From an optimization exercise on the open Yosys and OpenROAD flow, aimed at small area, a short achievable clock period and few clock cycles per item; shortcuts taken in it are not production practice.
At most, simulation tests tie the RTL to the original design; equivalence was not proved.
Power figures rest on the tool's default switching activity, not on a simulated workload.

== v37 ==
// dut
module dut #(
    parameter int DATAW = 16
)(
    input  wire                 clk,
    input  wire                 rst_n,
    input  wire                 in_valid,
    output wire                 in_ready,
    input  wire signed [DATAW-1:0] in_data,
    output reg                  out_valid,
    input  wire                 out_ready,
    output wire signed [2*DATAW-1:0] out_data
);
For scale: about 0.0062 mm^2 of cells after synthesis.
make LEC_CHECK=0 CAP_MARGIN=20 CORE_MARGIN=2 CORE_UTILIZATION=40 PLACE_DENSITY=0.6 SLEW_MARGIN=20 finish   # period 7.5 ns
run.sh (not shown) runs the stock make flow with config.mk's settings and CLKGATE_MAP_FILE= SYNTH_SCRIPT=/design/flow/synth_recipe.tcl, a recipe that flattens the netlist after the stock synthesis.
Setup changes, v37 to v33
--- a/flow/design.v
+++ b/flow/design.v
@@ -288,68 +288,16 @@
     wire fc74 = (fc52 & fs53) | (fc52 & pp_10_12) | (fs53 & pp_10_12);
     wire fs75 = fc53 ^ fs54 ^ m[12];
     wire fc75 = (fc53 & fs54) | (fc53 & m[12]) | (fs54 & m[12]);
     wire fs76 = fc54 ^ pp_10_14 ^ pp_11_13;
     wire fc76 = (fc54 & pp_10_14) | (fc54 & pp_11_13) | (pp_10_14 & pp_11_13);
     wire fs77 = pp_11_14 ^ pp_12_13 ^ m[13];
     wire fc77 = (pp_11_14 & pp_12_13) | (pp_11_14 & m[13]) | (pp_12_13 & m[13]);
     wire [29:0] ra = {1'b0, pp_13_14, fc77, fc76, fc75, fc74, fc73, fc72, fc71, fc70, fc69, fc68, fc67, fc66, fc65, fc64, fc63, fc62, fc61, fc60, fc59, fc58, fc57, hc56, hc55, hs55, pp_0_2, pp_0_1, 1'b0, m[0]};
     wire [29:0] rb = {1'b0, m[14], pp_12_14, fs77, fs76, fs75, fs74, fs73, fs72, fs71, fs70, fs69, fs68, fs67, fs66, fs65, fs64, fs63, fs62, fs61, fs60, fs59, fs58, fs57, hs56, m[2], 1'b0, m[1], 1'b0, 1'b0};
-    wire [12:0] lo = {1'b0, ra[11:0]} + {1'b0, rb[11:0]};
-    reg [11:0] lo_r;    
-    reg       c_r;     
-    reg       f_r;     
-    reg [29:12] ha_r, hb_r;   
+    wire [29:0] sq = ra + rb;
+    reg [29:0] r2;    
     always @(posedge clk) begin
-        if (v1 && en2) begin
-            f_r <= a1[15];
-            c_r <= lo[12];
-            lo_r[0] <= lo[0];
-            lo_r[2] <= lo[2];
-            lo_r[3] <= lo[3];
-            lo_r[4] <= lo[4];
-            lo_r[5] <= lo[5];
-            lo_r[6] <= lo[6];
-            lo_r[7] <= lo[7];
-            lo_r[8] <= lo[8];
-            lo_r[9] <= lo[9];
-            lo_r[10] <= lo[10];
-            lo_r[11] <= lo[11];
-            ha_r[12] <= fc62;
-            ha_r[13] <= fc63;
-            ha_r[14] <= fc64;
-            ha_r[15] <= fc65;
-            ha_r[16] <= fc66;
-            ha_r[17] <= fc67;
-            ha_r[18] <= fc68;
-            ha_r[19] <= fc69;
-            ha_r[20] <= fc70;
-            ha_r[21] <= fc71;
-            ha_r[22] <= fc72;
-            ha_r[23] <= fc73;
-            ha_r[24] <= fc74;
-            ha_r[25] <= fc75;
-            ha_r[26] <= fc76;
-            ha_r[27] <= fc77;
-            ha_r[28] <= pp_13_14;
-            hb_r[12] <= fs63;
-            hb_r[13] <= fs64;
-            hb_r[14] <= fs65;
-            hb_r[15] <= fs66;
-            hb_r[16] <= fs67;
-            hb_r[17] <= fs68;
-            hb_r[18] <= fs69;
-            hb_r[19] <= fs70;
-            hb_r[20] <= fs71;
-            hb_r[21] <= fs72;
-            hb_r[22] <= fs73;
-            hb_r[23] <= fs74;
-            hb_r[24] <= fs75;
-            hb_r[25] <= fs76;
-            hb_r[26] <= fs77;
-            hb_r[27] <= pp_12_14;
-            hb_r[28] <= m[14];
-        end
+        if (v1 && en2) r2 <= {a1[15], sq[29:2], sq[0]};
     end
-    wire [29:12] hsum = {1'b0, ha_r[28], ha_r[27], ha_r[26], ha_r[25], ha_r[24], ha_r[23], ha_r[22], ha_r[21], ha_r[20], ha_r[19], ha_r[18], ha_r[17], ha_r[16], ha_r[15], ha_r[14], ha_r[13], ha_r[12]} + {1'b0, hb_r[28], hb_r[27], hb_r[26], hb_r[25], hb_r[24], hb_r[23], hb_r[22], hb_r[21], hb_r[20], hb_r[19], hb_r[18], hb_r[17], hb_r[16], hb_r[15], hb_r[14], hb_r[13], hb_r[12]} + {17'd0, c_r};
-    assign out_data = {1'b0, f_r, hsum[29:12], lo_r[11], lo_r[10], lo_r[9], lo_r[8], lo_r[7], lo_r[6], lo_r[5], lo_r[4], lo_r[3], lo_r[2], 1'b0, lo_r[0]};
+    assign out_data = {1'b0, r2[29], r2[28:1], 1'b0, r2[0]};
 endmodule
[summary]
In the metrics for v33 and v37, the one carrying the lower transition time of the tightest slew-check pin is v37. Comparing v33 and v37, the higher biggest fanout along the worst timing path is on v33. When v33 is measured against v37, its critical path data required time turns out 1.62 ns higher. Taking v37 as the reference, in v33 total power went up, final worst-path setup slack decreased 0.51 ns.
Testbench counts of v33, summed over its fixed seeds: cycles 16,016, items 16,000.
Function not checked in v37: the RTL went through the layout flow alone.

---

south:
dut, a different RTL version from the one above (not shown whole).
For scale: roughly 450 cells after synthesis, ~54 I/O pins, about 5300 um^2 of cells after synthesis.
==> flow/config.mk <==
export PLATFORM = sky130hd
export DESIGN_NAME = dut
export DESIGN_NICKNAME = dut
export VERILOG_FILES = /design/flow/design.v
export SDC_FILE = /design/flow/constraint.sdc
export NUM_CORES = 4
export LEC_CHECK = 0
export CAP_MARGIN = 20
export CORE_MARGIN = 2
export CORE_UTILIZATION = 65
export CTS_BUF_LIST = sky130_fd_sc_hd__clkbuf_16
export CTS_CLUSTER_SIZE = 30
export PLACE_DENSITY = 0.75
export SETUP_SLACK_MARGIN = 3.75
export SLEW_MARGIN = 20
==> flow/constraint.sdc <==
create_clock -name core_clock -period 7.5 [get_ports {clk}]
set_input_delay 1.5000 -clock core_clock [delete_from_list [all_inputs] [get_ports {clk}]]
set_output_delay 1.5000 -clock core_clock [all_outputs]
set_load 0.01 [all_outputs]
standard.sh (not shown) runs the stock make flow with config.mk's settings and CLKGATE_MAP_FILE= SYNTH_SCRIPT=/design/flow/synth_recipe.tcl, a recipe that flattens the netlist after the stock synthesis.
==> flow/flow/run.sh <==
#!/bin/bash
# Own layout flow: the standard ORFS flow with two changes.
#  1. After the standard synthesis, flow/polarity.py picks the polarity of
#     each full adder (self-dual) and simple gate so that the inverters Yosys's
#     extract_fa leaves around full adders go away.  Registers, ports and the
#     function are unchanged.
#  2. The port buffers that buffer_ports inserts are sky130_fd_sc_hd__buf_1
#     instead of its default (the slow clkdlybuf4s50_1 delay buffer).
# Each step writes its full output to a log file in this folder.
set -euo pipefail
RES=$PWD/orfs/results/${FLOW_PLATFORM}/dut/base
bash standard.sh synth > standard_synth.log 2>&1
cp $RES/1_2_yosys.v synth_standard.v
python3 flow/polarity.py $FLOW_HOME/platforms/sky130hd/lib/sky130_fd_sc_hd__tt_025C_1v80.lib \
    synth_standard.v $RES/1_2_yosys.v > polarity.log 2>&1
rm -f $RES/1_synth.odb $RES/1_synth.sdc
export BUFFER_PORTS_ARGS="-buffer_cell sky130_fd_sc_hd__buf_1"
bash standard.sh finish > standard_finish.log 2>&1
Other scripts of this flow, unchanged in this note and not shown: flow/flow/polarity.py
Testbench counts of south, summed over its fixed seeds: cycles 16,016, items 16,000.
Input-level comparison between middle and south:
diff --git a/flow/design.v b/flow/design.v
--- a/flow/design.v
+++ b/flow/design.v
@@ -351,36 +351,50 @@
     wire pg5 = g_r[7] | (bp7 & g_r[6]);
     wire pp5 = bp7 & bp6;
     wire pg6 = g_r[6] | (bp6 & pg4);
     wire pp6 = bp6 & pp4;
     wire pg7 = pg5 | (pp5 & pg4);
     wire pp7 = pp5 & pp4;
     wire pg8 = g_r[4] | (bp4 & pg3);
     wire pg9 = pg4 | (pp4 & pg3);
     wire pg10 = pg6 | (pp6 & pg3);
     wire pg11 = pg7 | (pp7 & pg3);
     wire [29:0] sq;
     assign sq[7:0] = s_r[7:0];
-    assign sq[8] = s_r[8] ^ (g_r[0]);
-    assign sq[9] = s_r[9] ^ (g_r[0] & s_r[8]);
-    assign sq[10] = s_r[10] ^ (g_r[0] & s_r[8] & s_r[9]);
-    assign sq[11] = s_r[11] ^ (pg0);
-    assign sq[12] = s_r[12] ^ (pg0 & s_r[11]);
-    assign sq[13] = s_r[13] ^ (pg0 & s_r[11] & s_r[12]);
-    assign sq[14] = s_r[14] ^ (pg2);
-    assign sq[15] = s_r[15] ^ (pg2 & s_r[14]);
-    assign sq[16] = s_r[16] ^ (pg2 & s_r[14] & s_r[15]);
-    assign sq[17] = s_r[17] ^ (pg3);
-    assign sq[18] = s_r[18] ^ (pg3 & s_r[17]);
-    assign sq[19] = s_r[19] ^ (pg3 & s_r[17] & s_r[18]);
-    assign sq[20] = s_r[20] ^ (pg8);
-    assign sq[21] = s_r[21] ^ (pg8 & s_r[20]);
-    assign sq[22] = s_r[22] ^ (pg8 & s_r[20] & s_r[21]);
-    assign sq[23] = s_r[23] ^ (pg9);
-    assign sq[24] = s_r[24] ^ (pg9 & s_r[23]);
-    assign sq[25] = s_r[25] ^ (pg9 & s_r[23] & s_r[24]);
-    assign sq[26] = s_r[26] ^ (pg10);
-    assign sq[27] = s_r[27] ^ (pg10 & s_r[26]);
-    assign sq[28] = s_r[28] ^ (pg10 & s_r[26] & s_r[27]);
-    assign sq[29] = s_r[29] ^ (pg11);
+    assign sq[8] = s_r[8] ^ g_r[0];
+    wire ao9 = &s_r[8:8];
+    assign sq[9] = s_r[9] ^ (g_r[0] & ao9);
+    wire ao10 = &s_r[9:8];
+    assign sq[10] = s_r[10] ^ (g_r[0] & ao10);
+    assign sq[11] = s_r[11] ^ pg0;
+    wire ao12 = &s_r[11:11];
+    assign sq[12] = s_r[12] ^ (pg0 & ao12);
+    wire ao13 = &s_r[12:11];
+    assign sq[13] = s_r[13] ^ (pg0 & ao13);
+    assign sq[14] = s_r[14] ^ pg2;
+    wire ao15 = &s_r[14:14];
+    assign sq[15] = s_r[15] ^ (pg2 & ao15);
+    wire ao16 = &s_r[15:14];
+    assign sq[16] = s_r[16] ^ (pg2 & ao16);
+    assign sq[17] = s_r[17] ^ pg3;
+    wire ao18 = &s_r[17:17];
+    assign sq[18] = s_r[18] ^ (pg3 & ao18);
+    wire ao19 = &s_r[18:17];
+    assign sq[19] = s_r[19] ^ (pg3 & ao19);
+    assign sq[20] = s_r[20] ^ pg8;
+    wire ao21 = &s_r[20:20];
+    assign sq[21] = s_r[21] ^ (pg8 & ao21);
+    wire ao22 = &s_r[21:20];
+    assign sq[22] = s_r[22] ^ (pg8 & ao22);
+    assign sq[23] = s_r[23] ^ pg9;
+    wire ao24 = &s_r[23:23];
+    assign sq[24] = s_r[24] ^ (pg9 & ao24);
+    wire ao25 = &s_r[24:23];
+    assign sq[25] = s_r[25] ^ (pg9 & ao25);
+    assign sq[26] = s_r[26] ^ pg10;
+    wire ao27 = &s_r[26:26];
+    assign sq[27] = s_r[27] ^ (pg10 & ao27);
+    wire ao28 = &s_r[27:26];
+    assign sq[28] = s_r[28] ^ (pg10 & ao28);
+    assign sq[29] = s_r[29] ^ pg11;
     assign out_data = {1'b0, f_r, sq[29:2], 1'b0, sq[0]};
 endmodule
[summary]
Compared with south, middle shows a lower remaining max-slew budget at the tightest pin.
In middle, largest stage delay on the critical path is lower than in south.
Changes observed in middle relative to south: sequential share of layout area moved down; final critical delay including setup and external delays went up by 0.043 ns; total chip power was more or less identical.
Combinational group share of total power | middle above south
Taking south as the reference, in middle netlist area before placement shows an increase of about 1.4%, setup slack went down 0.043 ns, die area rose about 1.3%.
On middle: cell count is 29 higher than what south gave.
Placeable core area in middle is 41 um^2 above south.
For middle, only the layout was checked, not whether the RTL still works.

==> separate check: timing with driven ports <==
How much do the figures lean on ideal ports? The routed layouts below were timed once more, with nothing changed but the port constraints.
Step 1 sets driving cells, clkbuf_16 on the clock port and buf_2 on the other inputs (assumed; they add their load-dependent delay and slew).
Step 2 adds t to the input delays and takes it off the output delays; t is the mean of the earliest and latest rising clock arrival at the registers after step 1. Input paths then give back, and output paths get back, about the clock's delay inside the block.
Slacks: ideal / step 1 / step 2; pairs: ideal / step 1.
run | shift t [ns] | slack for setup (ns) | worst data-port slew with drivers (ns) | pins driven straight from the clock port
v37 | 0.364 | 2.913 / 2.877 / 3.066 | 0.03 | 1
v33 | 0.340 | 2.399 / 2.399 / 2.399 | 0.03 | 1
south | 0.333 | 3.872 / 3.854 / 3.872 | 0.03 | 1
middle | 0.329 | 3.830 / 3.823 / 3.772 | 0.04 | 1
After both steps every run listed still meets setup and hold. For middle, which loses most, drivers alone change the setup slack by -0.007 ns; drivers and shift together by -0.058 ns.
